Source: an optimization exercise on an open RTL-to-GDS flow (aim: a short achievable clock period and few clock cycles). Production flows keep margins and buffers that such runs may drop.
RTL that was checked went through simulation tests only; none was proved equivalent to the original.
The RTL of runs 2 to 5 was laid out without a check of its function.
Power and IR drop assume default switching activity.

[design/flow/config.mk]
export PLATFORM = sky130hd
export DESIGN_NAME = procesamiento
export DESIGN_NICKNAME = procesamiento
export VERILOG_FILES = /design/flow/design.v
export SDC_FILE = /design/flow/constraint.sdc
export NUM_CORES = 4
export LEC_CHECK = 0
export ABC_CLOCK_PERIOD_IN_PS = 1500
export CAP_MARGIN = 20
export CORE_MARGIN = 2
export CORE_UTILIZATION = 60
export PLACE_DENSITY = 0.7
export SETUP_SLACK_MARGIN = 3.5
export SLEW_MARGIN = 20
export TNS_END_PERCENT = 100
[design/flow/design.v]
`timescale 10ns / 1ns
module procesamiento#(
		parameter n = 120,
		parameter m = 160,
		parameter AW = 15,
		parameter DW = 12
		)
		(
		clk,
		rst,
		init_procesamiento,
		proc_addr_in,
		proc_data_in,
		color,
		figure,
		done
   );
input clk;
input rst;
input init_procesamiento;
output reg [AW-1:0] proc_addr_in;
input [DW-1:0] proc_data_in;
output reg [1:0] color;
output reg [1:0] figure;
output reg done;
localparam [14:0] IDLE_ADDR = 15'd158;    
reg init_q;                      
reg busy, rdv;
reg s0, s1, sA, s159, s160;      
reg first, fin, lastrow;
reg [7:0] pc;
reg [5:0] r;
reg [14:0] addr_p1;              
reg [14:0] an;                   
reg [14:0] bm, b0;               
reg Snz;                         
reg fin7;                        
wire start = ~busy & init_q;
wire rowend = (s159 & ~Snz) | s160;
wire [14:0] inc = addr_p1 + 15'd1;
always @(posedge clk) init_q <= ~rst & init_procesamiento;
always @(posedge clk) begin
	proc_addr_in <= IDLE_ADDR;
	if (rst) begin
		busy <= 0; rdv <= 0;
		s0 <= 1; s1 <= 0; sA <= 0; s159 <= 0; s160 <= 0;
		first <= 1; fin <= 0; lastrow <= 0;
		pc <= 0; r <= 0;
		addr_p1 <= 0;
		an <= IDLE_ADDR; bm <= 15'h7fff; b0 <= 15'd0;
	end else begin
		if (fin7) busy <= 0;
		if (start) busy <= 1;
		if (s0 & (rdv | start)) begin
			if (fin) begin
				rdv <= 0; first <= 1; fin <= 0; r <= 0; lastrow <= 0;
				an <= IDLE_ADDR; bm <= 15'h7fff; b0 <= 15'd0;
			end else begin
				rdv <= 1;
				s0 <= 0; s1 <= 1;
				proc_addr_in <= bm; addr_p1 <= b0;
				an <= an + 15'd480; bm <= bm + 15'd480; b0 <= b0 + 15'd480;
			end
		end
		if (rdv) begin
			if (s1) begin
				s1 <= 0; sA <= 1; pc <= 8'd2;
				proc_addr_in <= addr_p1; addr_p1 <= inc;
			end
			if (sA & ~s159) begin
				pc <= pc + 8'd1;
				s159 <= (pc == 8'd158);
				proc_addr_in <= addr_p1; addr_p1 <= inc;
			end
			if (s159 & Snz) begin
				sA <= 0; s159 <= 0; s160 <= 1;
				proc_addr_in <= inc;
			end
			if (rowend) begin
				sA <= 0; s159 <= 0; s160 <= 0; s0 <= 1;
				proc_addr_in <= lastrow ? IDLE_ADDR : an;
				first <= 0;
				fin <= lastrow;
				r <= r + 6'd1;
				lastrow <= (r == 6'd38);
			end
		end
	end
end
reg [11:0] d1;
reg f1_p0, f1_first, f1_fin, f1_pa, f1_p159, f1_p160;
always @(posedge clk) begin
	d1 <= proc_data_in;
	f1_first <= first;
	f1_fin <= fin;
	if (rst) begin
		f1_p0 <= 0; f1_pa <= 0; f1_p159 <= 0; f1_p160 <= 0;
	end else begin
		f1_p0 <= (rdv | start) & s0;
		f1_pa <= rdv & sA;
		f1_p159 <= rdv & s159;
		f1_p160 <= rdv & s160;
	end
end
reg [11:0] t2, Sreg;
reg nz2, nz157, en2, re2, fin2, clr2;
wire nz1 = |d1;
wire en1 = (f1_pa & nz2) | f1_p160 | (f1_p0 & ~f1_first & nz157);
always @(posedge clk) begin
	nz2 <= nz1;
	t2 <= en1 ? (f1_p0 ? Sreg : d1) : 12'd0;
	if (f1_p0) begin Sreg <= d1; Snz <= nz1; end
	if (f1_p159) nz157 <= nz1;
	if (rst) begin
		en2 <= 0; re2 <= 0; fin2 <= 0; clr2 <= 0;
	end else begin
		en2 <= en1;
		re2 <= f1_p0 & ~f1_first;
		fin2 <= f1_p0 & f1_fin;
		clr2 <= f1_p0 & f1_first;
	end
end
reg [3:0] R0, R1, R2, G0, G1, G2, B0, B1, B2;
reg [4:0] R3, G3, B3;
reg Rk0, Rk1, Rk2, Gk0, Gk1, Gk2, Bk0, Bk1, Bk2;
reg [7:0] w, wf, wprev;
reg wvld, wgt;
reg [5:0] fv, am;
reg rf3, rf4, rf5, fin3, fin4, fin5, fin6;
always @(posedge clk) begin
	if (clr2) begin
		{Rk0, R0} <= 0; {Rk1, R1} <= 0; {Rk2, R2} <= 0; R3 <= 0;
		{Gk0, G0} <= 0; {Gk1, G1} <= 0; {Gk2, G2} <= 0; G3 <= 0;
		{Bk0, B0} <= 0; {Bk1, B1} <= 0; {Bk2, B2} <= 0; B3 <= 0;
	end else begin
		{Rk0, R0} <= R0 + t2[11:8];
		{Rk1, R1} <= R1 + Rk0;
		{Rk2, R2} <= R2 + Rk1;
		R3 <= R3 + Rk2;
		{Gk0, G0} <= G0 + t2[7:4];
		{Gk1, G1} <= G1 + Gk0;
		{Gk2, G2} <= G2 + Gk1;
		G3 <= G3 + Gk2;
		{Bk0, B0} <= B0 + t2[3:0];
		{Bk1, B1} <= B1 + Bk0;
		{Bk2, B2} <= B2 + Bk1;
		B3 <= B3 + Bk2;
	end
	if (clr2 | rf3) w <= 0;
	else w <= w + en2;
	if (rf3) wf <= w;
	if (rf4) begin
		wvld <= wf > 8'd7;
		wgt <= wprev < wf;
	end
	if (clr2) begin
		fv <= 0; am <= 0; wprev <= 0;
	end else begin
		if (rf4) wprev <= wf;
		if (rf5 & wvld) begin
			fv <= fv + 6'd1;
			if (wgt) am <= am + 6'd1;
		end
	end
	if (rst) begin
		rf3 <= 0; rf4 <= 0; rf5 <= 0;
		fin3 <= 0; fin4 <= 0; fin5 <= 0; fin6 <= 0; fin7 <= 0;
	end else begin
		rf3 <= re2;
		rf4 <= rf3;
		rf5 <= rf4;
		fin3 <= fin2;
		fin4 <= fin3;
		fin5 <= fin4;
		fin6 <= fin5;
		fin7 <= fin6;
	end
end
wire [16:0] R = {R3, R2, R1, R0};
wire [16:0] G = {G3, G2, G1, G0};
wire [16:0] B = {B3, B2, B1, B0};
reg rg_h, rg_e, rg_l, gr_h, gr_l, rb_h, rb_e, rb_l, br_h, br_l, gb_h, gb_e, gb_l, bg_h, bg_l;
reg fa, fb, fz;
always @(posedge clk) begin
	rg_h <= R[16:8] > G[16:8]; gr_h <= G[16:8] > R[16:8]; rg_e <= R[16:8] == G[16:8];
	rg_l <= R[7:0] > G[7:0];   gr_l <= G[7:0] > R[7:0];
	rb_h <= R[16:8] > B[16:8]; br_h <= B[16:8] > R[16:8]; rb_e <= R[16:8] == B[16:8];
	rb_l <= R[7:0] > B[7:0];   br_l <= B[7:0] > R[7:0];
	gb_h <= G[16:8] > B[16:8]; bg_h <= B[16:8] > G[16:8]; gb_e <= G[16:8] == B[16:8];
	gb_l <= G[7:0] > B[7:0];   bg_l <= B[7:0] > G[7:0];
	fa <= fv >= am && am > (fv >> 1);
	fb <= (fv >> 1) >= am && am > (fv >> 2);
	fz <= fv > 0;
end
wire rg = rg_h | (rg_e & rg_l);
wire gr = gr_h | (rg_e & gr_l);
wire rb = rb_h | (rb_e & rb_l);
wire br = br_h | (rb_e & br_l);
wire gb = gb_h | (gb_e & gb_l);
wire bg = bg_h | (gb_e & bg_l);
always @(posedge clk) begin
	if (rst) begin
		done <= 0; color <= 0; figure <= 0;
	end else if (start) begin
		done <= 0;
	end else if (fin7) begin
		done <= 1;
		if (rg & rb) color <= 2'd1;
		else if (gr & gb) color <= 2'd2;
		else if (br & bg) color <= 2'd3;
		else color <= 2'd0;
		if (fa) figure <= 2'd1;
		else if (fb) figure <= 2'd2;
		else if (fz) figure <= 2'd3;
		else figure <= 2'd0;
	end
end
endmodule
[design/flow/run.sh]
#!/bin/bash
# synth_recipe.tcl (not shown) runs the flow's synth.tcl, then flattens the netlist and writes it again
# the make line also repeats each setting of config.mk as NAME=value (left out here)
make -C /OpenROAD-flow-scripts/flow DESIGN_CONFIG=/design/flow/config.mk WORK_HOME=/design/flow/orfs CLKGATE_MAP_FILE= SYNTH_SCRIPT=/design/flow/synth_recipe.tcl finish
[design/flow/constraint.sdc]
create_clock -name core_clock -period 5.0 [get_ports {clk}]
set_input_delay 1.0000 -clock core_clock [delete_from_list [all_inputs] [get_ports {clk}]]
set_output_delay 1.0000 -clock core_clock [all_outputs]
set_load 0.01 [all_outputs]
==> impl_metrics.tcl, run 1 <==
set metrics [dict create \
    drtAntennaViolNets 0 \
    syn_avg_cell_area_um2 9.573 \
    worstPathMaxFanout 1 \
    hp-start "first" \
    p_leak_uw 0.006491 \
    hp-class "reg -> reg" \
    peakVddDrop_v 0.0002952 \
    crit_slowest_cell "dfxtp_2" \
    insertion_delay_ns 0.53 \
    netlist_area_um2 12090 \
    clk_pin_slew_worst_paths_ns 0.06 \
    synth_cell_types 69 \
    finalMaxSlewViolations 0 \
    start_kind "register" \
    post_drt_wl_per_cell_um 16.73 \
    syn_nets 1397 \
    arrival_ns 0.98 \
    setup_viol 0 \
    dieArea_um2 21300 \
    die_w_um 146.0 \
    timing.final.crit_share 0.3966 \
    numCtsBuffers 27 \
    drt-pass1-iter-count 6 \
    synth-main-ff-cell "dfxtp_1" \
    clock-sinks 264 \
    power_density_nw_per_um2 354.6 \
    report.final.hold_viol_count 0 \
    max_stage_delay_ns 0.35 \
    maxSlewHeadroom 0.5821 \
    fin_crit_ns 1.983 \
    path_class "reg -> out" \
    hold_depth 0 \
    hpwl_um 17080 \
    track_usage 0.2462 \
    fp.coreArea_um2 19590 \
    critical_path.endpoint_type "output pin" \
    path_delay_family "flip-flops" \
    synth_edf_count 24 \
    htreeDepth 1 \
    r2r-end "addr_p1[14]" \
    fp.dieH_um 146.0 \
    fill_cells 1293 \
    synthMuxAreaShare 0.02090 \
    synth_top_family_by_area "simple AND/OR/NAND/NOR gates" \
    clock_skew_ns 0.01631 \
    gp_congestion 0.8214 \
    drt_iter0_drc 548 \
    numPortBuffers 34 \
    seq_area_frac_synth 0.4570 \
    crit_required_ns 4.00 \
    critPathBufInv 1 \
    power.total_uw 5477 \
    yosys_register_bits 264 \
    rr_worst_depth 7 \
    drc 0 \
    rows 51 \
    crit_chain "buf_6" \
    max-cap-violations 0 \
    antenna_found_initial 0 \
    drive_gt1_frac 0.2714 \
    synth_top_area_share 0.3974 \
    tightest_slew_ns 0.6260 \
    cts_tree "yes" \
    synth_compound_area_frac 0.1159 \
    rr_startpoint "addr_p1[5]" \
    io_pins 35 \
    start_util 0.6172 \
    grt_pass1_vias 9114 \
    synth_area_leaders "dfxtp_1 (40%), ha_1 (12%), edfxtp_1 (6.0%)" \
    ys_warn_count 1 \
    fmaxAchievable_mhz 504.3 \
    synth-xor-area-share 0.05071 \
    hold_buffers 0 \
    grt-ovfl-total 0 \
    min_to "f1_first" \
    crit_start "proc_addr_in[5]" \
    cts_root_buffer "clkbuf_16" \
    r2r_setup_slack_ns 3.42 \
    area_growth_pct 27.78 \
    status "no timing/DRC/antenna violations" \
    syn_inst 1263 \
    vias 9517 \
    synth-simple-area-share 0.1898 \
    fin_util 0.7886 \
    finalWirelength_um 27920 \
    async_reset_ff_frac 0 \
    final_nets 1518 \
    clockBufferDepth 3 \
    synthAdderAreaFrac 0.1250 \
    grt_pass1_wl_um 43920 \
    viasPerCell 5.702 \
    antennaDiodeCount 0 \
    tns_ns 0 \
    grt_max_degree 78 \
    yosysTopAreaCell "dfxtp_1" \
    rsz0062_at_grt "yes" \
]
state kept, by name, summed over array words and instances, names as in the netlist, 5 cells and up:
register,flops
R3,5
b0,10
wf,8
B3,5
bm,11
an,10
r,6
Sreg,12
G3,5
wprev,8
am,6
fv,6
w,8
proc_addr_in,15
d1,12
t2,12
pc,8
addr_p1,15
cell usage in the layout (no fill, tap or decap), types with 13 or more instances in the layout:
master,synthesis,routed
buf_6,0,35
edfxtp_1,24,24
ha_4,0,17
o21ai_0,46,22
mux2i_1,23,23
clkdlybuf4s50_1,0,13
buf_4,2,77
nand2b_1,20,16
a21oi_1,69,53
nand4_1,23,23
ha_1,116,97
nor2_1,166,160
dfxtp_2,0,41
nor3_1,26,23
o21ai_1,0,20
nand2_1,43,40
nor2b_1,45,42
xnor2_1,38,38
clkbuf_16,0,28
inv_1,74,61
a21o_1,18,18
xor2_1,32,32
nand3_1,48,43
a21oi_2,1,13
dfxtp_1,240,168
dfxtp_4,0,31
where the power goes:
group          internal, µW  total, µW  leakage (µW)  switching (µW)
Combinational           456        940       0.00382             484
Sequential             2290       2430       0.00220             139
Clock                  1290       2110      0.000473             815
Total                  4040       5480       0.00649            1440
cells by family after synthesis:
kind of cell | Yosys count
xor+xnor | 70
compound gates | 219
buf+inv | 123
mux | 25
fa+ha+maj | 119
simple gates | 443
flops | 264
how the worst max path moves through the flow:
stage	endpoint	slack, ns	cells after the start
floorplan	bm[6]	3.35	4
global placement	r[1]	2.37	4
detailed placement	addr_p1[10]	2.29	5
CTS	figure[1]	3.01	1
global route	figure[1]	2.99	1
finish	proc_addr_in[5]	3.02	1
per-layer routing:
layer / global-route usage / wire length (µm) / up-vias
met4: 0.07304 / 755 / 0
met5: 0 / 0 / -
met1: 0.3267 / 12310 / 4553
met2: 0.4167 / 13470 / 235
li1: - / - / 4664
met3: 0.03793 / 1390 / 65
layout make-up:
class / count / area, µm² / area share
sequential: 264 / 5693 / 0.3685
timing repair buffer: 136 / 1242 / 0.08042
tap: 265 / 331.6 / 0.02146
clock inverter: 10 / 128.9 / 0.008342
inverter: 75 / 299.0 / 0.01936
multi-input combinational: 880 / 6932 / 0.4487
clock buffer: 39 / 822.0 / 0.05321
cell usage after synthesis, drive strengths merged, types with 12 or more instances:
master and instances:
nor3 29, nand4 23, clkbuf 28, inv 75, nand2b 20, edfxtp 24
o21ai 48, dfxtp 240, buf 20, nand3 51, ha 116, nor2b 46
nor2 166, nand2 43, a21o 18, or3 12, xor2 32, and3 12
mux2i 23, xnor2 38, a21oi 70
metrics by stage:
step / std cells / hold WS (ns) / worst slack (ns) / instance area, µm²
after floorplan: 1263 / 0.3314 / 3.348 / 12240
after global placement: 1518 / 0.4043 / 2.370 / 12670
after detailed placement: 1518 / 0.4073 / 2.294 / 12670
after CTS: 1636 / 0.4233 / 3.010 / 14720
after global routing: 1669 / 0.4274 / 2.990 / 15450
final: 1669 / 0.4367 / 3.017 / 15450
repair_timing:
action | 4_1_cts | 5_1_grt
hold endpoints to repair | 0 | 0
gates cloned | 3 | 3
setup endpoints to repair | 142 | 112
pin swaps | 50 | 68
buffers inserted | 66 | 30
resized for setup | 269 | 127
Testbench counts, summed over its fixed seeds: cycles 615,532.
==> run 2: changes to the inputs <==
--- a/design/flow/design.v
+++ b/design/flow/design.v
@@ -23,21 +23,28 @@
 output reg [1:0] color;
 output reg [1:0] figure;
 output reg done;
-localparam [14:0] IDLE_ADDR = 15'd158;    
-reg init_q;                      
+localparam [14:0] IDLE_ADDR = 15'd158;
 reg busy, rdv;
-reg s0, s1, sA, s159, s160;      
+reg s0, s1, sA, s159, s160;       
 reg first, fin, lastrow;
 reg [7:0] pc;
 reg [5:0] r;
 reg [14:0] addr_p1;              
-reg [14:0] an;                   
-reg [14:0] bm, b0;               
+reg [14:0] X;                    
+reg [14:0] c_m1, c_0;            
+reg [14:0] c_159;                
+reg [14:0] an, am1n, a0n;        
 reg Snz;                         
-reg fin7;                        
+reg rf3, rf4, rf5, fin3, fin4, fin5, fin7;   
+reg init_q;                      
 wire start = ~busy & init_q;
 wire rowend = (s159 & ~Snz) | s160;
-wire [14:0] inc = addr_p1 + 15'd1;
+always @(posedge clk) begin
+	an   <= lastrow ? IDLE_ADDR : X + 15'd480;
+	am1n <= lastrow ? 15'h7fff  : X + 15'd321;
+	a0n  <= lastrow ? 15'd0     : X + 15'd322;
+	c_159 <= X + 15'd1;
+end
 always @(posedge clk) init_q <= ~rst & init_procesamiento;
 always @(posedge clk) begin
 	proc_addr_in <= IDLE_ADDR;
@@ -46,49 +53,53 @@
 		s0 <= 1; s1 <= 0; sA <= 0; s159 <= 0; s160 <= 0;
 		first <= 1; fin <= 0; lastrow <= 0;
 		pc <= 0; r <= 0;
-		addr_p1 <= 0;
-		an <= IDLE_ADDR; bm <= 15'h7fff; b0 <= 15'd0;
+		addr_p1 <= IDLE_ADDR + 15'd1;
+		X <= IDLE_ADDR;
+		c_m1 <= 15'h7fff;
+		c_0 <= 15'd0;
 	end else begin
 		if (fin7) busy <= 0;
-		if (start) busy <= 1;
-		if (s0 & (rdv | start)) begin
-			if (fin) begin
-				rdv <= 0; first <= 1; fin <= 0; r <= 0; lastrow <= 0;
-				an <= IDLE_ADDR; bm <= 15'h7fff; b0 <= 15'd0;
-			end else begin
-				rdv <= 1;
-				s0 <= 0; s1 <= 1;
-				proc_addr_in <= bm; addr_p1 <= b0;
-				an <= an + 15'd480; bm <= bm + 15'd480; b0 <= b0 + 15'd480;
-			end
-		end
 		if (rdv) begin
+			if (s0) begin
+				if (fin) begin
+					rdv <= 0; first <= 1; fin <= 0; r <= 0; lastrow <= 0;
+				end else begin
+					s0 <= 0; s1 <= 1;
+					proc_addr_in <= c_m1; addr_p1 <= c_0;
+				end
+			end
 			if (s1) begin
 				s1 <= 0; sA <= 1; pc <= 8'd2;
-				proc_addr_in <= addr_p1; addr_p1 <= inc;
+				proc_addr_in <= addr_p1; addr_p1 <= addr_p1 + 15'd1;
 			end
 			if (sA & ~s159) begin
 				pc <= pc + 8'd1;
 				s159 <= (pc == 8'd158);
-				proc_addr_in <= addr_p1; addr_p1 <= inc;
+				proc_addr_in <= addr_p1; addr_p1 <= addr_p1 + 15'd1;
 			end
 			if (s159 & Snz) begin
 				sA <= 0; s159 <= 0; s160 <= 1;
-				proc_addr_in <= inc;
+				proc_addr_in <= c_159;
 			end
 			if (rowend) begin
 				sA <= 0; s159 <= 0; s160 <= 0; s0 <= 1;
-				proc_addr_in <= lastrow ? IDLE_ADDR : an;
+				proc_addr_in <= an;
+				X <= an; c_m1 <= am1n; c_0 <= a0n;
 				first <= 0;
 				fin <= lastrow;
 				r <= r + 6'd1;
 				lastrow <= (r == 6'd38);
 			end
+		end else if (start) begin
+			busy <= 1; rdv <= 1;
+			s0 <= 0; s1 <= 1;
+			proc_addr_in <= c_m1; addr_p1 <= c_0;
 		end
 	end
 end
 reg [11:0] d1;
 reg f1_p0, f1_first, f1_fin, f1_pa, f1_p159, f1_p160;
+wire v = rdv | start;
 always @(posedge clk) begin
 	d1 <= proc_data_in;
 	f1_first <= first;
@@ -96,7 +107,7 @@
 	if (rst) begin
 		f1_p0 <= 0; f1_pa <= 0; f1_p159 <= 0; f1_p160 <= 0;
 	end else begin
-		f1_p0 <= (rdv | start) & s0;
+		f1_p0 <= v & s0;
 		f1_pa <= rdv & sA;
 		f1_p159 <= rdv & s159;
 		f1_p160 <= rdv & s160;
@@ -123,15 +134,16 @@
 reg [3:0] R0, R1, R2, G0, G1, G2, B0, B1, B2;
 reg [4:0] R3, G3, B3;
 reg Rk0, Rk1, Rk2, Gk0, Gk1, Gk2, Bk0, Bk1, Bk2;
-reg [7:0] w, wf, wprev;
-reg wvld, wgt;
+reg [7:0] w, wb, wf, wprev;
+reg wi, wvld, wgt;
 reg [5:0] fv, am;
-reg rf3, rf4, rf5, fin3, fin4, fin5, fin6;
+reg fin6;
 always @(posedge clk) begin
 	if (clr2) begin
 		{Rk0, R0} <= 0; {Rk1, R1} <= 0; {Rk2, R2} <= 0; R3 <= 0;
 		{Gk0, G0} <= 0; {Gk1, G1} <= 0; {Gk2, G2} <= 0; G3 <= 0;
 		{Bk0, B0} <= 0; {Bk1, B1} <= 0; {Bk2, B2} <= 0; B3 <= 0;
+		w <= 0;
 	end else begin
 		{Rk0, R0} <= R0 + t2[11:8];
 		{Rk1, R1} <= R1 + Rk0;
@@ -145,10 +157,11 @@
 		{Bk1, B1} <= B1 + Bk0;
 		{Bk2, B2} <= B2 + Bk1;
 		B3 <= B3 + Bk2;
-	end
-	if (clr2 | rf3) w <= 0;
-	else w <= w + en2;
-	if (rf3) wf <= w;
+		if (re2) w <= 0;
+		else w <= w + en2;
+	end
+	if (re2) begin wb <= w; wi <= en2; end
+	if (rf3) wf <= wb + wi;
 	if (rf4) begin
 		wvld <= wf > 8'd7;
 		wgt <= wprev < wf;
--- a/design/flow/config.mk
+++ b/design/flow/config.mk
@@ -8,8 +8,7 @@
 export ABC_CLOCK_PERIOD_IN_PS = 1500
 export CAP_MARGIN = 20
 export CORE_MARGIN = 2
-export CORE_UTILIZATION = 60
-export PLACE_DENSITY = 0.7
+export CORE_UTILIZATION = 40
 export SETUP_SLACK_MARGIN = 3.5
 export SLEW_MARGIN = 20
 export TNS_END_PERCENT = 100
==> run 2 against run 1 <==
Synthesized cell count is 23% higher. Clock skew increased by 0.012 ns. Setup slack worse by 0.051 ns. Clock-buffer cell count up 13. Wire length rose by 34%. Cell count increased by 30%. Maximum frequency decreased by 2.5%. Global-route usage shrank 5.9 points. Area after synthesis up 23%. Sequential power up 25%. Non-clock buffer count is 20 higher. Critical endpoint is now color[0].
==> impl_metrics.tcl, run 2 <==
set metrics [dict create \
    synth_area_leaders "dfxtp_1 (42%), ha_1 (10%), edfxtp_1 (6.7%)" \
    cts_root_buffer "clkbuf_16" \
    p_leak_uw 0.008071 \
    drt-pass1-iter-count 7 \
    numPortBuffers 34 \
    syn_inst 1557 \
    rr_worst_depth 8 \
    synth-xor-area-share 0.05072 \
    viasPerCell 5.272 \
    cp-endpoint "color[0]" \
    io_pins 35 \
    drt_iter0_drc 568 \
    start_kind "register" \
    report.final.hold_viol_count 0 \
    rows 70 \
    timing.final.crit_share 0.4069 \
    yosys_register_bits 345 \
    power_density_nw_per_um2 337.7 \
    antennaDiodeCount 0 \
    yosys-top-cells-count "dfxtp_1 (312), nor2_1 (159), nand2_1 (139), ha_1 (120), a21oi_1 (91)" \
    crit_required_ns 4.00 \
    max-cap-violations 0 \
    gp_congestion 0.7844 \
    status "no timing/DRC/antenna violations" \
    netlist_area_um2 14850 \
    clock-sinks 345 \
    crit_chain "buf_6" \
    finalMaxSlewViolations 0 \
    synth_compound_area_frac 0.1125 \
    drc 0 \
    path_delay_family "flip-flops" \
    dieArea_um2 38680 \
    worstPathMaxFanout 2 \
    rr_startpoint "Snz" \
    synth-simple-area-share 0.1884 \
    insertion_delay_ns 0.56 \
    start_util 0.4056 \
    fin_crit_ns 2.034 \
    vias 11480 \
    syn_avg_cell_area_um2 9.538 \
    peakVddDrop_v 0.0002211 \
    fin_util 0.5391 \
    setup_viol 0 \
    crit_start "color[0]" \
    numCtsBuffers 38 \
    async_reset_ff_frac 0 \
    yosysMostFrequentCell "dfxtp_1" \
    max_stage_delay_ns 0.36 \
    critPathBufInv 1 \
    r2r_setup_slack_ns 3.21 \
    synthAdderAreaFrac 0.1051 \
    clockBufferDepth 3 \
    grt_pass1_vias 11310 \
    clk_pin_slew_worst_paths_ns 0.06 \
    seq_area_frac_synth 0.4873 \
    htreeDepth 2 \
    ys_warn_count 1 \
    fmaxAchievable_mhz 491.6 \
    timing.hold.ws_ns 0.3527 \
    mostFrequentLayoutCells "dfxtp_1 (230), nor2_1 (149), ha_1 (99)" \
    crit_slowest_cell "dfxtp_4" \
    synthMuxAreaShare 0.01567 \
    drtAntennaViolNets 0 \
    synth-main-ff-cell "dfxtp_1" \
    final_common_cell "dfxtp_1" \
    cp.depth 1 \
    critical_path.endpoint_type "output pin" \
    synth_top_area_share 0.4206 \
    area_growth_pct 32.89 \
    cts_tree "yes" \
    grt_max_degree 77 \
    hp-class "reg -> reg" \
    hpwl_um 21130 \
    fp.coreArea_um2 36610 \
    tns_ns 0 \
    track_usage 0.1867 \
    tightest_slew_ns 0.9070 \
    yosysTopAreaCell "dfxtp_1" \
    die_w_um 196.7 \
    synth_cell_types 62 \
    fp.dieH_um 196.7 \
    rsz0062_at_grt "yes" \
    arrival_ns 1.03 \
    post_drt_wl_per_cell_um 17.24 \
    grt-ovfl-total 0 \
    maxSlewHeadroom 0.3953 \
    synth_edf_count 33 \
    finalWirelength_um 37540 \
    r2r-end "r[4]" \
    clock_skew_ns 0.02810 \
    syn_nets 1695 \
    synth_top_family_by_area "simple AND/OR/NAND/NOR gates" \
    drive_gt1_frac 0.3107 \
    grt_pass1_wl_um 58150 \
    final_nets 1821 \
    path_class "reg -> out" \
    antenna_found_initial 0 \
]
run 2: changes by cell type after synthesis, sizes merged, moves of 7 or more:
cell and change:
a21oi +21, a22oi -7, a31oi +22, clkbuf +22
dfxtp +72, edfxtp +9, nand2 +96, nand3 +7
nand3b +19, nor3 -9, o21a +8, or2 +13
xnor2 +14
run 2: worst min path at each step:
stage | startpoint | to | slack (ns) | cells past startpoint
after floorplan | first | f1_first | 0.33 | 0
after global placement | first | f1_first | 0.34 | 0
after detailed placement | first | f1_first | 0.34 | 0
after CTS | first | f1_first | 0.35 | 0
after global routing | first | f1_first | 0.36 | 0
final | first | f1_first | 0.35 | 0
run 2: where the power goes:
part           switching, µW  leakage (µW)  internal (µW)  total (µW)
Clock                   1150      0.000600           1640        2790
Sequential               108       0.00285           2920        3030
Combinational            433       0.00462            414         846
Total                   1690       0.00807           4980        6660
run 2: layout make-up:
class / count / area, µm²
Fill cell: 3091 / 16870
Multi-Input combinational cell: 1068 / 8343
Sequential cell: 345 / 7415
Timing Repair Buffer: 156 / 1849
Clock buffer: 52 / 1095
Tap cell: 468 / 585.6
Inverter: 74 / 294.0
Clock inverter: 14 / 153.9
run 2: metrics by stage:
step	cells	cell area [µm²]	setup slack (ns)	total power [µW]
after global placement	1994	15630	2.565	3689
after floorplan	1557	14990	3.243	3532
after detailed placement	1994	15630	2.558	3714
final	2177	19740	2.966	6665
after CTS	2143	18600	2.931	6613
after global routing	2177	19740	2.938	6936
run 2: metal layers:
metal,global-route usage,share of wire,vias to the layer above
met4,0.07547,0.034,0
li1,-,-,5623
met2,0.3132,0.47,249
met5,0,0,-
met1,0.2373,0.45,5500
met3,0.03542,0.045,106
run 2: cell families after synthesis:
family                   Yosys count
AND/OR/NAND/NOR                  569
flip-flops                       345
buffers and inverters            147
XOR/XNOR                          86
AO/OA/AOI/OAI                    264
adder cells (fa/ha/maj)          123
multiplexers                      23
run 2: repair_timing:
action                     CTS  global route
hold buffers                 0             0
gates cloned                11             4
pin swaps                   84           108
setup buffers               72            30
setup endpoints to repair  241           157
resized for setup          348           215
==> run 3: changes to the inputs <==
--- a/design/flow/config.mk
+++ b/design/flow/config.mk
@@ -9,6 +9,8 @@
 export CAP_MARGIN = 20
 export CORE_MARGIN = 2
 export CORE_UTILIZATION = 40
+export CTS_CLUSTER_DIAMETER = 80
+export CTS_CLUSTER_SIZE = 24
 export SETUP_SLACK_MARGIN = 3.5
 export SLEW_MARGIN = 20
 export TNS_END_PERCENT = 100
==> run 3 against run 2 <==
Largest power group unchanged. Sequential power hardly changed. Power decreased by 15%. Maximum frequency rose by 0.45%. Utilization fell by 1.4 points. Area after synthesis unchanged. Setup slack improved by 0.0091 ns. Sequential cell count is the same. Register-to-register slack improved by 0.03 ns. Global-route usage is 0.93 points lower. Clock skew up 0.0042 ns.
==> impl_metrics.tcl, run 3 <==
set metrics [dict create \
    status "no timing/DRC/antenna violations" \
    r2r_setup_slack_ns 3.24 \
    timing.final.ws_setup_ns 2.975 \
    path_delay_family "flip-flops" \
    path_class "reg -> out" \
    track_usage 0.1775 \
    rows 70 \
    synth_edf_count 33 \
    crit_chain "buf_6" \
    ys_warn_count 1 \
    crit_start "figure[1]" \
    clock_skew_ns 0.03228 \
    tns_ns 0 \
    rsz0062_at_grt "yes" \
    dieArea_um2 38680 \
    yosysTopAreaCell "dfxtp_1" \
    clockBufferDepth 3 \
    fmaxAchievable_mhz 493.8 \
    synth_top_area_share 0.4206 \
    critPathBufInv 1 \
    syn_inst 1557 \
    seq_area_frac_synth 0.4873 \
    vias 11410 \
    drive_gt1_frac 0.3055 \
    power_density_nw_per_um2 296.3 \
    crit_required_ns 4.00 \
    mostFrequentLayoutCells "dfxtp_1 (231), nor2_1 (152), ha_1 (96)" \
    crit_slowest_cell "dfxtp_4" \
    rr_startpoint "Snz" \
    hp-start "first" \
    finalMaxSlewViolations 0 \
    grt_max_degree 77 \
    synth_area_leaders "dfxtp_1 (42%), ha_1 (10%), edfxtp_1 (6.7%)" \
    cp.depth 1 \
    tightest_slew_ns 0.9089 \
    numPortBuffers 34 \
    hold_buffers 0 \
    insertion_delay_ns 0.54 \
    cp-endpoint "figure[1]" \
    report.final.hold_viol_count 0 \
    fp.dieH_um 196.7 \
    post_drt_wl_per_cell_um 16.96 \
    start_util 0.4056 \
    dp_slack_ns 2.558 \
    htreeDepth 1 \
    yosysMostFrequentCell "dfxtp_1" \
    maxSlewHeadroom 0.3940 \
    fin_crit_ns 2.025 \
    yosys_register_bits 345 \
    final_common_cell "dfxtp_1" \
    critical_path.endpoint_type "output pin" \
    start_kind "register" \
    worstPathMaxFanout 2 \
    synth_cell_types 62 \
    fp.coreArea_um2 36610 \
    numCtsBuffers 20 \
    async_reset_ff_frac 0 \
    timing.final.crit_share 0.4050 \
    syn_avg_cell_area_um2 9.538 \
    rr_worst_depth 8 \
    p_leak_uw 0.007861 \
    cts_root_buffer "clkbuf_16" \
    gp_congestion 0.7844 \
    area_growth_pct 29.48 \
    syn_nets 1695 \
    hp-class "reg -> reg" \
    io_pins 35 \
    setup_viol 0 \
    die_w_um 196.7 \
    drt_iter0_drc 560 \
    viasPerCell 5.289 \
    clk_pin_slew_worst_paths_ns 0.09 \
    clock-sinks 345 \
    r2r-end "r[4]" \
    drc 0 \
    finalWirelength_um 36580 \
    antennaDiodeCount 0 \
    cts_tree "yes" \
    peakVddDrop_v 0.0001927 \
    yosys-top-cells-count "dfxtp_1 (312), nor2_1 (159), nand2_1 (139), ha_1 (120), a21oi_1 (91)" \
    drtAntennaViolNets 0 \
    hpwl_um 21130 \
    fill_cells 3138 \
    final_nets 1815 \
    antenna_found_initial 0 \
    netlist_area_um2 14850 \
    max_stage_delay_ns 0.37 \
    drt-pass1-iter-count 5 \
    grt_pass1_vias 10940 \
    grt_pass1_wl_um 56420 \
    grt-ovfl-total 0 \
    arrival_ns 1.03 \
    max-cap-violations 0 \
    synth-main-ff-cell "dfxtp_1" \
]
run 3: cell counts after synthesis:
Identical to the previous run, type by type.
run 3: worst min path at each step:
stage          depth (start not counted)  slack, ns        to
3_3_place_gp                           0       0.34  f1_first
3_5_place_dp                           0       0.34  f1_first
2_1_floorplan                          0       0.33  f1_first
4_1_cts                                0       0.36  f1_first
5_1_grt                                0       0.37  f1_first
6_report                               0       0.36  f1_first
run 3: final cells by class:
class	count	area, µm²	share of cell area
multi-input cells	1069	8369	0.4353
flip-flops and latches	345	7416	0.3857
repair buffers	167	1913	0.09949
well taps	468	585.6	0.03045
clock buffers	25	540.5	0.02811
inverters	74	291.5	0.01516
clock inverters	9	112.6	0.005856
run 3: power by group:
group	internal [µW]	switching, µW	total [µW]	leakage [µW]
logic	421	429	850	0.00469
registers	2920	105	3020	0.00285
clock network	852	974	1830	0.000315
total	4190	1510	5700	0.00786
run 3: cells by family after synthesis:
kind of cell    count (synthesis)  synth area share
simple gates                  569            0.1884
fa+ha+maj                     123            0.1051
xor+xnor                       86           0.05072
buf+inv                       147           0.04027
mux                            23           0.01567
compound gates                264            0.1125
flops                         345            0.4873
run 3: metal layers:
| layer | up-vias | wire length (µm) | track usage |
|---|---|---|---|
| met4 | 0 | 985 | 0.04094 |
| met3 | 66 | 1367 | 0.01985 |
| met1 | 5514 | 16640 | 0.2348 |
| met2 | 231 | 17580 | 0.3115 |
| met5 | - | 0 | 0 |
| li1 | 5598 | - | - |
run 3: repair_timing:
item	4_1_cts	5_1_grt
pin swaps	67	113
gates resized for setup	347	209
buffers inserted	70	42
setup endpoints to repair	241	166
cloned	9	8
run 3: per-stage QoR:
step,cells,utilization,power [µW],hold slack [ns],cell area [µm²]
detailed placement,1994,0.4268,3714,0.3396,15630
CTS,2107,0.4895,5648,0.3569,17920
floorplan,1557,-,3532,0.3314,14990
global placement,1994,0.4268,3689,0.3368,15630
global route,2157,0.5252,5945,0.3678,19230
finish,2157,0.5252,5697,0.3563,19230
run 3: worst reg2reg max path, cell delays in order, from the launching register on:
cell and delay [ns]:
edfxtp_1 0.39, and2b_4 0.22, buf_6 0.12, buf_6 0.11, o21a_4 0.22, buf_12 0.14, nand4_1 0.09, mux2_2 0.33
nor2_1 0.07
==> run 4: changes to the inputs <==
--- a/design/flow/config.mk
+++ b/design/flow/config.mk
@@ -8,9 +8,8 @@
 export ABC_CLOCK_PERIOD_IN_PS = 1500
 export CAP_MARGIN = 20
 export CORE_MARGIN = 2
-export CORE_UTILIZATION = 40
-export CTS_CLUSTER_DIAMETER = 80
-export CTS_CLUSTER_SIZE = 24
+export CORE_UTILIZATION = 60
+export PLACE_DENSITY = 0.7
 export SETUP_SLACK_MARGIN = 3.5
 export SLEW_MARGIN = 20
 export TNS_END_PERCENT = 100
==> run 4 against run 3 <==
Register-to-register slack better by 0.02 ns. Cell count down 5.6%. Via count up 4.6%. Final area up 1.8%. Synthesized cell count unchanged. Still clean. Critical path depth unchanged.
==> impl_metrics.tcl, run 4 <==
set metrics [dict create \
    mostFrequentLayoutCells "dfxtp_1 (233), nor2_1 (151), nand2_1 (104)" \
    fmaxAchievable_mhz 502.2 \
    async_reset_ff_frac 0 \
    fin_crit_ns 1.991 \
    p_leak_uw 0.008183 \
    setup_viol 0 \
    max-cap-violations 0 \
    fin_cells 2037 \
    syn_inst 1557 \
    ys_warn_count 1 \
    antennaDiodeCount 0 \
    status "no timing/DRC/antenna violations" \
    numCtsBuffers 36 \
    power_density_nw_per_um2 333.6 \
    grt_max_degree 72 \
    tns_ns 0 \
    synth_top_area_share 0.4206 \
    path_class "reg -> out" \
    area_growth_pct 31.79 \
    finalWirelength_um 39380 \
    dp_slack_ns 2.540 \
    clockBufferDepth 3 \
    die_w_um 161.3 \
    finalMaxSlewViolations 0 \
    start_util 0.6106 \
    drt-pass1-iter-count 8 \
    crit_chain "buf_6" \
    gp_congestion 0.8238 \
    critPathBufInv 1 \
    fill_cells 1424 \
    synth_edf_count 33 \
    timing.hold.ws_ns 0.3697 \
    timing.final.ws_setup_ns 3.009 \
    final_common_cell "dfxtp_1" \
    netlist_area_um2 14850 \
    synth_cell_types 62 \
    hold_buffers 0 \
    area.sequential_um2 7411 \
    fp.dieH_um 161.3 \
    yosysMostFrequentCell "dfxtp_1" \
    syn_avg_cell_area_um2 9.538 \
    drc 0 \
    yosysTopAreaCell "dfxtp_1" \
    rsz0062_at_grt "yes" \
    arrival_ns 0.99 \
    clock-sinks 345 \
    hpwl_um 20570 \
    report.final.hold_viol_count 0 \
    crit_required_ns 4.00 \
    grt_pass1_wl_um 56650 \
    fin_util 0.8048 \
    peakVddDrop_v 0.0002844 \
    final_nets 1830 \
    fp.coreArea_um2 24320 \
    hp-class "reg -> reg" \
    cts_root_buffer "clkbuf_16" \
    clock_skew_ns 0.01732 \
    antenna_found_initial 1 \
    grt-ovfl-total 0 \
    track_usage 0.2673 \
    critical_path.endpoint_type "output pin" \
    insertion_delay_ns 0.52 \
    path_delay_family "flip-flops" \
    crit_slowest_cell "dfxtp_2" \
    htreeDepth 2 \
    timing.final.crit_share 0.3983 \
    yosys-top-cells-count "dfxtp_1 (312), nor2_1 (159), nand2_1 (139), ha_1 (120), a21oi_1 (91)" \
    synth_area_leaders "dfxtp_1 (42%), ha_1 (10%), edfxtp_1 (6.7%)" \
    multi_input_area_um2 8488 \
    drtAntennaViolNets 0 \
    worstPathMaxFanout 2 \
    vias 11940 \
    drive_gt1_frac 0.3047 \
    place_inst 1848 \
    maxSlewHeadroom 0.4081 \
    rows 57 \
    numPortBuffers 34 \
    drt_iter0_drc 979 \
    syn_nets 1695 \
    post_drt_wl_per_cell_um 19.33 \
    grt_pass1_vias 11230 \
    start_kind "register" \
    clk_pin_slew_worst_paths_ns 0.06 \
    tightest_slew_ns 0.8879 \
    max_stage_delay_ns 0.37 \
    viasPerCell 5.861 \
    yosys_register_bits 345 \
    synth-main-ff-cell "dfxtp_1" \
    cts_tree "yes" \
    seq_area_frac_synth 0.4873 \
    dieArea_um2 26030 \
    io_pins 35 \
]
[run 4: stage by stage]
step / area [µm²] / power, µW
2_1_floorplan: 14990 / 3532
6_report: 19570 / 6528
5_1_grt: 19570 / 6755
3_5_place_dp: 15430 / 3709
4_1_cts: 18070 / 6393
3_3_place_gp: 15430 / 3687
[run 4: layout make-up]
cell class | instances | area share
sequential | 345 | 0.3787
clock buffer | 50 | 0.05613
clock inverter | 9 | 0.002941
multi-input combinational | 1070 | 0.4337
timing repair buffer | 165 | 0.09270
tap | 324 | 0.02071
inverter | 74 | 0.01515
[run 4: power breakdown]
group	internal, µW	switching [µW]	leakage [µW]
Combinational	412	459	0.00476
Sequential	2920	108	0.00285
Clock	1530	1100	0.000570
[run 4: repair_timing]
action | CTS | global route
setup buffers | 73 | 45
pin swaps | 60 | 116
cloned | 8 | 4
resized for setup | 293 | 264
endpoints found under the setup margin | 221 | 145
[run 4: cells by family after synthesis]
family                   count (synthesis)  share of synthesized area
adder cells (fa/ha/maj)                123                     0.1051
AND/OR/NAND/NOR                        569                     0.1884
XOR/XNOR                                86                    0.05072
multiplexers                            23                    0.01567
flip-flops                             345                     0.4873
buffers and inverters                  147                    0.04027
AO/OA/AOI/OAI                          264                     0.1125
[run 4: final timing paths]
path / start / to / slack [ns] / cells past startpoint
worst max-delay path: figure[0] / figure[0] / 3.01 / 1
worst min-delay path: first / f1_first / 0.37 / 0
worst max register to register: addr_p1[1] / addr_p1[13] / 3.26 / 6
worst min register to register: first / f1_first / 0.37 / 0
[run 4: per-layer routing]
metal,up-vias,track usage,part of all wire
met5,-,0,0.00030
met4,2,0.1023,0.049
met3,155,0.03518,0.054
met2,432,0.4611,0.49
met1,5717,0.3424,0.41
li1,5633,-,-
==> run 5: changes to the inputs <==
--- a/design/flow/config.mk
+++ b/design/flow/config.mk
@@ -8,8 +8,8 @@
 export ABC_CLOCK_PERIOD_IN_PS = 1500
 export CAP_MARGIN = 20
 export CORE_MARGIN = 2
-export CORE_UTILIZATION = 60
-export PLACE_DENSITY = 0.7
+export CORE_UTILIZATION = 80
+export PLACE_DENSITY = 0.9
 export SETUP_SLACK_MARGIN = 3.5
 export SLEW_MARGIN = 20
 export TNS_END_PERCENT = 100
==> run 5 against run 4 <==
Synthesized cell count unchanged. The run now fails in clock tree synthesis. Area after synthesis unchanged.
==> impl_metrics.tcl, run 5 <==
set metrics [dict create \
    status "stopped before the end" \
    numCtsBuffers 35 \
    place_inst 1754 \
    gp_congestion 0.8648 \
    netlist_area_um2 14850 \
    seq_area_frac_synth 0.4873 \
    clockBufferDepth 3 \
    yosys_register_bits 345 \
    cts-resized-gates 444 \
    syn_avg_cell_area_um2 9.538 \
    synth_top_area_share 0.4206 \
    yosysMostFrequentCell "dfxtp_1" \
    io_pins 35 \
    numPortBuffers 34 \
    synth-main-ff-cell "dfxtp_1" \
    fp.dieH_um 140.2 \
    dp_slack_ns 2.510 \
    tool.error "[ERROR DPL-0038] Utilization greater than 100%, impossible to legalize" \
    yosys-top-cells-count "dfxtp_1 (312), nor2_1 (159), nand2_1 (139), ha_1 (120), a21oi_1 (91)" \
    yosysTopAreaCell "dfxtp_1" \
    cts_root_buffer "clkbuf_16" \
    synth_cell_types 62 \
    ys_warn_count 1 \
    synth_area_leaders "dfxtp_1 (42%), ha_1 (10%), edfxtp_1 (6.7%)" \
    async_reset_ff_frac 0 \
    start_util 0.8211 \
    hold_buffers 0 \
    stop_stage "clock tree synthesis" \
    die_w_um 140.2 \
    hpwl_um 22160 \
    syn_inst 1557 \
    rows 49 \
    clock-sinks 345 \
    synth_edf_count 33 \
    post_cts_buffers 84 \
    syn_nets 1695 \
    htreeDepth 2 \
]
[run 5: power by group through the flow]
stage	clock, µW	combinational [µW]	sequential (µW)
after floorplan	0	484	3050
after detailed placement	0	625	3080
after global placement	0	587	3080
[run 5: through the flow]
step / area [µm²] / utilization / total power, µW
floorplan: 14990 / - / 3532
detailed placement: 15320 / 0.8469 / 3709
global placement: 15320 / 0.8469 / 3664
[run 5: cells by family after synthesis]
family / share of synthesized area
AOI/OAI and AO/OA: 0.1125
xor gates and xnor gates: 0.05072
adders and majority gates: 0.1051
buffers and inverters: 0.04027
DFF: 0.4873
muxes: 0.01567
and+or+nand+nor: 0.1884
[run 5: worst max-delay path by stage]
stage / from / to / slack [ns] / depth (start not counted)
3_3_place_gp: rst / pc[4] / 2.56 / 4
3_5_place_dp: rst / pc[6] / 2.51 / 4
2_1_floorplan: rst / addr_p1[13] / 3.24 / 4

-- what the ideal ports hide --
The results above use ideal ports. As a check the final layouts listed here were re-extracted and re-timed, cells and wires unchanged. Step 1 sets driving cells, clkbuf_16 on the clock port and buf_2 on the other inputs (assumed; they add their load-dependent delay and slew). Step 2 also shifts input and output timing later by t, the mid clock arrival at the registers, as if the neighbouring blocks saw the same clock. Three values: ideal ports, drivers, drivers and shift; two values: the first two.
run	t, ns	slack for setup (ns)	worst setup path after step 2
run 1	0.571	3.017 / 2.967 / 2.978	input to register
run 2	0.602	2.966 / 2.911 / 2.893	input to register
run 3	0.581	2.975 / 2.919 / 2.809	input to register
run 4	0.567	3.009 / 2.955 / 2.777	input to register
After both steps setup and hold are still met in every run listed. For run 4, which loses most, drivers alone change the setup slack by -0.054 ns; drivers and shift together by -0.232 ns.
